Background: an optimization exercise with open tools, aiming at small area. Do not read the settings as production practice. At most, simulation tests tie the RTL to the original design; equivalence was not proved. Power and IR drop assume default switching activity.

Design data_loader, start of the top module:
module data_loader(
    input wire CLK,
    input wire [7:0] data,
    input wire [1:0] ctrl_logic,
    output reg [255:0] res_mat
);
    wire [7:0] data_out;
    DflopX4 data_flop(CLK, data, data_out);
    reg n4, n3;
    wire n2 = ~n4 & ~n3;
    reg [1:0] row, col;
    reg       phb;
    reg       done;
    wire cmd_data  = (ctrl_logic == 2'd0);
    wire cmd_head  = (ctrl_logic == 2'd1);
    wire cmd_clear = (ctrl_logic == 2'd2);
    wire [1:0] nm1 = n4 ? 2'd3 : (n3 ? 2'd2 : 2'd1);
    wire col_last = (col == nm1);
    wire row_last = (row == nm1);
    always @(posedge CLK) begin
        if (cmd_head) begin
            n4 <= data_out[2];
            n3 <= data_out[1] & data_out[0];
        end
    end
    always @(posedge CLK) begin
        done <= cmd_data & phb & col_last & row_last;
        if (cmd_clear) begin
            row <= 2'd0;
            col <= 2'd0;
            phb <= 1'b0;
        end else if (cmd_data) begin
  ...
For scale: ~2200 cells after synthesis, about 660 flip-flops, about 270 I/O pins.
Settings: LEC_CHECK=0, CAP_MARGIN=20, CORE_MARGIN=2, CORE_UTILIZATION=40, SLEW_MARGIN=20, SYNTH_HIERARCHICAL=1; clock period 10.0 ns.
standard.sh (not shown) runs the stock make flow with config.mk's settings and CLKGATE_MAP_FILE= SYNTH_SCRIPT=/design/flow/synth_recipe.tcl, a recipe that flattens the netlist after the stock synthesis.
==> flow/flow/run.sh <==
#!/bin/bash
# The standard layout, with three changes to how it is made:
#  - before floorplanning, combinational cells go to drive strength 1
#    (flow/downsize.tcl); the resizer upsizes where needed;
#  - ports are buffered with buf_1 rather than the resizer's default buffer;
#  - clock tree synthesis inserts no dummy loads and builds from clkbuf_4,
#    with clusters of at most 8 sinks within 60 um.
set -euo pipefail
bash standard.sh \
  "PRE_FLOORPLAN_TCL=$PWD/flow/downsize.tcl" \
  "BUFFER_PORTS_ARGS=-buffer_cell sky130_fd_sc_hd__buf_1" \
  "CTS_ARGS=-sink_clustering_enable -repair_clock_nets -dont_use_dummy_load -buf_list sky130_fd_sc_hd__clkbuf_4 -sink_clustering_size 8 -sink_clustering_max_diameter 60" \
  finish > make.log 2>&1
==> flow/flow/downsize.tcl <==
# Before floorplanning: give every combinational cell that synthesis mapped
# at a drive strength above 1 its drive-strength-1 version. Flip-flops and
# buffers are left alone; the resizer upsizes again wherever slew, capacitance
# or timing need it.
set db [ord::get_db]
set n 0
foreach inst [[ord::get_db_block] getInsts] {
  set name [[$inst getMaster] getName]
  if {![regexp {^(sky130_fd_sc_hd__([a-z0-9]+))_([0-9]+)$} $name -> base fn size]} { continue }
  if {$size <= 1} { continue }
  if {[string match "df*" $fn] || [string match "edf*" $fn] || [string match "*buf*" $fn] || [string match "*dly*" $fn]} { continue }
  set new [$db findMaster ${base}_1]
  if {$new == "NULL"} { continue }
  if {[$inst swapMaster $new]} { incr n }
}
puts "downsize.tcl: $n cells set to drive strength 1"
Then changed:
CORE_UTILIZATION = 65   (was 40)
What happened: The changed run finished with timing, DRC and antenna clean. Global-route usage grows by 12 points. Routed wire length went down by 8.8%. Via count went up by 2.0%. Combinational power barely changes. Hold slack gets better by 0.046 ns. Fmax barely changes. Non-clock buffer count fell by 1. Power shrinks by 1.3%.
Then changed:
CORE_UTILIZATION = 75   (was 65)
Final area shrinks by 0.35%.
Combinational power rises by about 3%.
Wire length went down by 0.55%.
Clock power stays flat.
Clock-buffer cell count is unchanged.
Cell count falls by 2.5%.
Worst setup slack is worse by 0.17 ns.
Worst hold slack loses 0.019 ns.
Sequential share of layout area goes up by 0.16 points.
Then changed:
--- a/flow/flow/run.sh
+++ b/flow/flow/run.sh
@@ -1,5 +1,3 @@
 #!/bin/bash
-# The standard layout, with three changes to how it is made:
-#  - before floorplanning, combinational cells go to drive strength 1
-#    (flow/downsize.tcl); the resizer upsizes where needed;
+# The standard layout, with two changes to how it is made:
 #  - ports are buffered with buf_1 rather than the resizer's default buffer;
@@ -9,3 +7,2 @@
 bash standard.sh \
-  "PRE_FLOORPLAN_TCL=$PWD/flow/downsize.tcl" \
   "BUFFER_PORTS_ARGS=-buffer_cell sky130_fd_sc_hd__buf_1" \
CORE_UTILIZATION = 40   (was 75)
removed: flow/flow/downsize.tcl
Result: Total power increases slightly. Routed wire length increases by roughly a tenth. Via count decreases by a few percent. Maximum frequency increases by a few percent. Clock skew increases by 0.0038 ns. Register-to-register slack is better by 0.29 ns. Clock power increases by a few percent. Sequential power stays flat. Worst hold slack is worse by 0.018 ns.
Then changed:
CAP_MARGIN = 0   (was 20)
SLEW_MARGIN = 0   (was 20)
Outcome:
- count of clock-buffer cells in the layout does not change
- flip-flop and latch count is unchanged
- setup slack stays the same
- critical path depth stays the same

Another version of the RTL of data_loader (not shown whole).
Size in the first run: roughly 1800 cells after synthesis, roughly 660 flip-flops, about 270 I/O pins, roughly 0.030 mm^2 of cells after synthesis.
export LEC_CHECK = 0
export CAP_MARGIN = 20
export CORE_MARGIN = 2
export CORE_UTILIZATION = 40
export SLEW_MARGIN = 20
create_clock -name core_clock -period 10.0 [get_ports {CLK}]
==> flow/flow/run.sh <==
#!/bin/bash
# The standard layout, with three changes to how it is made:
#  - ports are buffered with buf_1 rather than the resizer's default buffer;
#  - clock tree synthesis inserts no dummy loads and builds from clkbuf_4;
#  - after global routing, cells off the critical paths are downsized.
set -euo pipefail
bash standard.sh \
  "BUFFER_PORTS_ARGS=-buffer_cell sky130_fd_sc_hd__buf_1" \
  "CTS_ARGS=-sink_clustering_enable -repair_clock_nets -dont_use_dummy_load -buf_list sky130_fd_sc_hd__clkbuf_4" \
  "RECOVER_POWER=100" \
  finish > make.log 2>&1
The starting point finished with capacitance limit, slew limit left.
Next try:
==> flow/run.sh (new file) <==
#!/bin/bash
# synth_recipe.tcl (not shown) runs the flow's synth.tcl, then flattens the netlist and writes it again
# the make line also repeats each setting of config.mk as NAME=value (left out here)
make -C /OpenROAD-flow-scripts/flow DESIGN_CONFIG=/design/flow/config.mk WORK_HOME=/design/flow/orfs CLKGATE_MAP_FILE= SYNTH_SCRIPT=/design/flow/synth_recipe.tcl finish
removed: flow/flow/run.sh
removed: flow/standard.sh
Result:
- This time the run completed with no timing, DRC or antenna violations
- design area is higher by 8.5%
- final cell count shrinks by 1.4%
- non-clock buffer count fell by 1
No run of this note included a check of the RTL's function; only the layout flow was run.

-- re-timing with driven ports --
No port has a modelled driver above. Below, the same layouts with a new extraction and two added sets of constraints. Step 1, drivers: a clkbuf_16 drives CLK and a buf_2 each remaining input, both assumed. Step 2 also shifts input and output timing later by t, the mid clock arrival at the registers, as if the neighbouring blocks saw the same clock. Slacks: ideal / step 1 / step 2; pairs: ideal / step 1.
| run | t (ns) | setup slack, ns | worst data-port slew with drivers (ns) | cell pins on the clock port's net |
|---|---|---|---|---|
| the first run of note 1 | 0.898 | 0.867 / 0.867 / 0.867 | 0.10 | 1 |
| the second run of note 1 | 0.881 | 0.848 / 0.848 / 0.848 | 0.06 | 1 |
| the third run of note 1 | 0.839 | 0.680 / 0.680 / 0.680 | 0.07 | 1 |
| the fourth run of note 1 | 0.885 | 0.967 / 0.967 / 0.967 | 0.08 | 1 |
| the fifth run of note 1 | 0.885 | 0.967 / 0.967 / 0.967 | 0.08 | 1 |
| the first run of note 2 | 0.980 | 1.338 / 1.338 / 0.979 | 0.05 | 1 |
| the second run of note 2 | 0.672 | 1.523 / 1.523 / 1.523 | 0.08 | 1 |
For the first run of note 2, which loses most, drivers alone change the setup slack by 0.000 ns; drivers and shift together by -0.359 ns.
